Background: an optimization exercise with open tools, aiming at small area. Do not read the settings as production practice.
Function was checked by simulation only, so behaviour that the tests miss may differ from the original.
No driver is modelled on the clock port, so clock power and skew are understated where the tree is cut down; a real chip needs a root buffer or a tree.
No activity file was given, so power comes from the tool's default toggle rates.

== the reference run ==
==> flow/design.v <==
`timescale 1ns/10ps
module mm_medtop (
    clock,
    reset,
    x,
    dvi,
    med,
    dvo
);
input clock;
input reset;
input [7:0] x;
input dvi;
output [7:0] med;
output dvo;
reg [7:0] n0;
wire [7:0] s0 = ~n0;
reg [7:0] n1;
wire [7:0] s1 = ~n1;
reg [7:0] s2;
reg [7:0] n3;
wire [7:0] s3 = ~n3;
reg [7:0] s4;
reg [4:0] c;
reg t;
function lt8;
    input [7:0] a;
    input [7:0] b;
    integer i;
    reg r;
    begin
        r = 1'b0;
        for (i = 0; i < 8; i = i + 1)
            r = (~a[i] & b[i]) | (~a[i] & r) | (b[i] & r);
        lt8 = r;
    end
endfunction
wire busy = c[4];
wire bfirst = busy && (c[3:0] == 4'd0);
wire blast = busy && c[3] && c[1];
wire acc = dvi && (!busy || bfirst || blast);
wire lt0 = lt8(x, s0) || (busy ? !t : (c[3:0] == 4'd0));
wire lt1 = lt8(x, s1) || busy || (c[3:0] <= 4'd1);
wire lt2 = lt8(x, s2) || (c[3:0] <= 4'd2);
wire lt3 = lt8(x, s3) || (c[3:0] <= 4'd3);
wire lt4 = lt8(x, s4) || (c[3:0] <= 4'd4);
wire [4:0] ltv = {lt4 && !bfirst, lt3, lt2, lt1, lt0} & {5{acc}};
wire [4:0] sh = {ltv[3] & ltv[4], ltv[2], ltv[1], ltv[0], 1'b0};
wire [4:0] in = ltv & ~sh;
wire [4:0] kp = ~ltv;
assign med = s4;
assign dvo = blast;
always @(posedge clock) begin
    n0 <= ~(({8{in[0]}} & x) | ({8{kp[0]}} & s0));
    n1 <= ~(({8{sh[1]}} & s0) | ({8{in[1]}} & x) | ({8{kp[1]}} & s1));
    s2 <= ({8{sh[2]}} & s1) | ({8{in[2]}} & x) | ({8{kp[2]}} & s2);
    n3 <= ~(({8{sh[3]}} & s2) | ({8{in[3]}} & x) | ({8{kp[3]}} & s3));
    s4 <= ({8{sh[4]}} & s3) | ({8{in[4]}} & x) | ({8{kp[4]}} & s4);
end
always @(posedge clock) begin
    if (bfirst)
        t <= dvi;
    else if (!busy)
        t <= 1'b0;
end
always @(posedge clock) begin
    if (reset)
        c <= 5'd0;
    else if (blast)
        c <= {3'b000, t & dvi, t ^ dvi};
    else if (busy)
        c <= c + 5'd1;
    else if (dvi)
        c <= (c[3:0] == 4'd8) ? 5'b10000 : c + 5'd1;
end
endmodule
export LEC_CHECK = 0
export CAP_MARGIN = 20
export CORE_MARGIN = 2
export CORE_UTILIZATION = 60
export SLEW_MARGIN = 20
create_clock -name core_clock -period 5.0 [get_ports {clock}]
standard.sh (not shown) runs the stock make flow with config.mk's settings and CLKGATE_MAP_FILE= SYNTH_SCRIPT=/design/flow/synth_recipe.tcl, a recipe that flattens the netlist after the stock synthesis.
==> flow/flow/run.sh <==
#!/bin/bash
# Own layout flow: the standard synthesis, then an area-oriented re-mapping of
# its combinational cells (registers kept exactly as the standard synthesis
# made them, checked by name and cell type, and the re-mapped netlist proved
# equivalent to the standard one), then the standard ORFS layout steps with
# smaller port buffers, and one level of clock buffers (cts.tcl) in place of
# ORFS's clock tree.
set -uo pipefail
W=$(pwd)
F=$W/flow
P=$FLOW_PLATFORM
R=$W/orfs/results/$P/mm_medtop/base
LIB=$FLOW_HOME/platforms/$P/lib/sky130_fd_sc_hd__tt_025C_1v80.lib

bash standard.sh synth > $W/synth_standard.log 2>&1 || { echo "standard synthesis failed"; exit 1; }
cp $R/1_2_yosys.v $W/std_synth.v

# registers of a netlist: "type name" per line, sorted
regs() {
  grep -oE '^\s*sky130_fd_sc_hd__(s?e?df|dl|sdl)[a-z0-9_]*\s+\S+' "$1" | awk '{print $1, $2}' | sort
}
regs $W/std_synth.v > $W/regs_std.txt

DU=$(grep -oE -- '-dont_use [^ ]+' $W/orfs/logs/$P/mm_medtop/base/1_2_yosys.log | awk '{print $2}' | sort -u | tr '\n' ' ')
remap() {
  local n=$1 s=$2
  REMAP_IN=$W/std_synth.v REMAP_OUT=$W/remap_$n.v REMAP_LIB=$LIB REMAP_ABC=$s \
    REMAP_TOP=$FLOW_TOP REMAP_DONTUSE="$DU" \
    timeout 600 yosys -c $F/remap.tcl > $W/remap_$n.log 2>&1 || return 1
  regs $W/remap_$n.v > $W/regs_$n.txt
  cmp -s $W/regs_std.txt $W/regs_$n.txt || { echo "registers differ" >> $W/remap_$n.log; return 1; }
  EQ_GOLD=$W/std_synth.v EQ_GATE=$W/remap_$n.v EQ_LIB=$LIB EQ_TOP=$FLOW_TOP \
    timeout 600 yosys -c $F/equiv.tcl > $W/equiv_$n.log 2>&1 || return 1
  touch $W/remap_$n.ok
}
for s in $F/s*.abc; do
  remap $(basename $s .abc) $s &
done
wait
best=""
bestarea=$(grep "Chip area" $W/orfs/reports/$P/mm_medtop/base/synth_stat.txt | awk '{print $NF}')
echo "standard synthesis: area $bestarea"
for s in $F/s*.abc; do
  n=$(basename $s .abc)
  [[ -f $W/remap_$n.ok ]] || { echo "$n: not usable"; continue; }
  a=$(grep "Chip area" $W/remap_$n.v.stat | awk '{print $NF}')
  echo "$n: area $a"
  if awk "BEGIN{exit !($a < $bestarea)}"; then best=$n; bestarea=$a; fi
done
if [[ -n "$best" ]]; then
  echo "using re-mapping $best"
  cp $W/remap_$best.v $R/1_2_yosys.v
  touch $R/1_2_yosys.v
fi

PORTS="BUFFER_PORTS_ARGS=-buffer_cell sky130_fd_sc_hd__buf_1"
bash standard.sh "$PORTS" place > $W/place.log 2>&1 || { echo "placement failed"; tail -20 $W/place.log; exit 1; }

CLK=$(grep -oE 'create_clock .*get_ports \{?[A-Za-z0-9_]+' $FLOW_SDC | grep -oE '[A-Za-z0-9_]+$')
done_cts=""
for cfg in "4 clkbuf_4" "3 clkbuf_8" "2 clkbuf_16" "4 clkbuf_8" "4 clkbuf_16"; do
  set -- $cfg
  o=$W/cts_$1_$2
  RES=$R LIBS=$LIB PLATFORM_DIR=$FLOW_HOME/platforms/$P CTS_K=$1 CTS_BUF=sky130_fd_sc_hd__$2 \
    CLOCK_PORT=$CLK CTS_OUT=$o openroad -no_init -exit $F/cts.tcl > $o.log 2>&1 || continue
  sl=$(grep "largest register clock-pin slew" $o.log | awk '{print $NF}')
  echo "clock buffers $1 x $2: estimated slew $sl"
  if [[ -n "$sl" ]] && awk "BEGIN{exit !($sl < 0.115)}"; then
    cp $o.odb $R/4_1_cts.odb
    cp $o.sdc $R/4_cts.sdc
    done_cts=1
    break
  fi
done
if [[ -z "$done_cts" ]]; then
  echo "own clock buffering not used: standard CTS"
  export CTS_ARGS="-sink_clustering_enable -repair_clock_nets -dont_use_dummy_load"
fi

bash standard.sh "$PORTS" finish > $W/finish.log 2>&1 || { echo "layout failed"; tail -20 $W/finish.log; exit 1; }
Other scripts of this flow, unchanged in this note and not shown: flow/flow/cts.tcl, flow/flow/equiv.tcl, flow/flow/remap.tcl, flow/flow/s1.abc, flow/flow/s2.abc, flow/flow/s3.abc, flow/flow/s4.abc
Relative to the reference run, the following input files were edited for the trial run:
--- a/flow/flow/run.sh
+++ b/flow/flow/run.sh
@@ -59,5 +59,5 @@
 CLK=$(grep -oE 'create_clock .*get_ports \{?[A-Za-z0-9_]+' $FLOW_SDC | grep -oE '[A-Za-z0-9_]+$')
 done_cts=""
-for cfg in "4 clkbuf_4" "3 clkbuf_8" "2 clkbuf_16" "4 clkbuf_8" "4 clkbuf_16"; do
+for cfg in "4 clkbuf_4" "3 buf_6" "3 clkbuf_8" "2 clkbuf_16" "4 clkbuf_8" "4 clkbuf_16"; do
   set -- $cfg
   o=$W/cts_$1_$2
==> flow/flow/s5.abc (new file) <==
strash
&get -n
&deepsyn -T 20 -S 1
&put
&get -n
&dch
&nf -R 1000 -p -C 32 -F 8 -A 8
&put
==> flow/flow/s6.abc (new file) <==
strash
&get -n
&deepsyn -T 40
&put
&get -n
&dch -f
&nf -R 1000 -p -C 32 -F 8 -A 8 -a
&put
==> flow/flow/s7.abc (new file) <==
strash
dc2
&get -n
&deepsyn -T 20
&put
&get -n
&dch -r
&nf -R 1000 -p -C 32 -F 8 -A 8
&put
==> flow/flow/s8.abc (new file) <==
strash
&get -n
&deepsyn -T 20 -S 3
&put
&get -n
&dch
&nf -R 1000 -p -C 32 -F 8 -A 8
&put
Findings:
The trial run finished every stage and its layout cleared the timing, DRC and antenna checks.
Total power consumption of the routed design (the trial run over the reference run): decrease, 2.1%
Between the reference run and the trial run, worst setup slack decreased.
In terms of fraction of layout instances using a drive strength above 1, the trial run and the reference run differ only marginally.
Taking the reference run as the reference, in the trial run initial cell density of the core down 0.15 points; internal power contribution down 0.0062 mW; time the worst path needs with I/O delays and setup up 120 ps; first-iteration DRC count down 37%.
NOTE via count the reference run->the trial run decreased by a few percent
The length of routed met2 wiring number comes out higher for the trial run vs the reference run.
In the tables for the reference run and the trial run, power density of the placed cells reads higher with the reference run.
No run of this note takes its clock network from TritonCTS; it comes from the design's own scripts or RTL.

-- static timing again, ports no longer ideal --
The results above use ideal ports. As a check the final layouts listed here were re-extracted and re-timed, cells and wires unchanged.
Step 1: set_driving_cell puts a clkbuf_16 on clock and a buf_2 on each other input, an assumption about the parent block.
Step 2 also shifts input and output timing later by t, the mid clock arrival at the registers, as if the neighbouring blocks saw the same clock.
a / b / c = ideal ports / drivers / drivers and shift; a / b = the first two.
run	t (ns)	setup slack, ns	latest minus earliest clock arrival (ns)	pins driven straight from the clock port
the reference run	0.195	1.555 / 1.577 / 1.382	0.021 / 0.021	3
the trial run	0.176	1.432 / 1.460 / 1.284	0.018 / 0.018	3
After both steps setup and hold are still met in every run listed. For the reference run, which loses most, drivers alone change the setup slack by +0.022 ns; drivers and shift together by -0.173 ns.
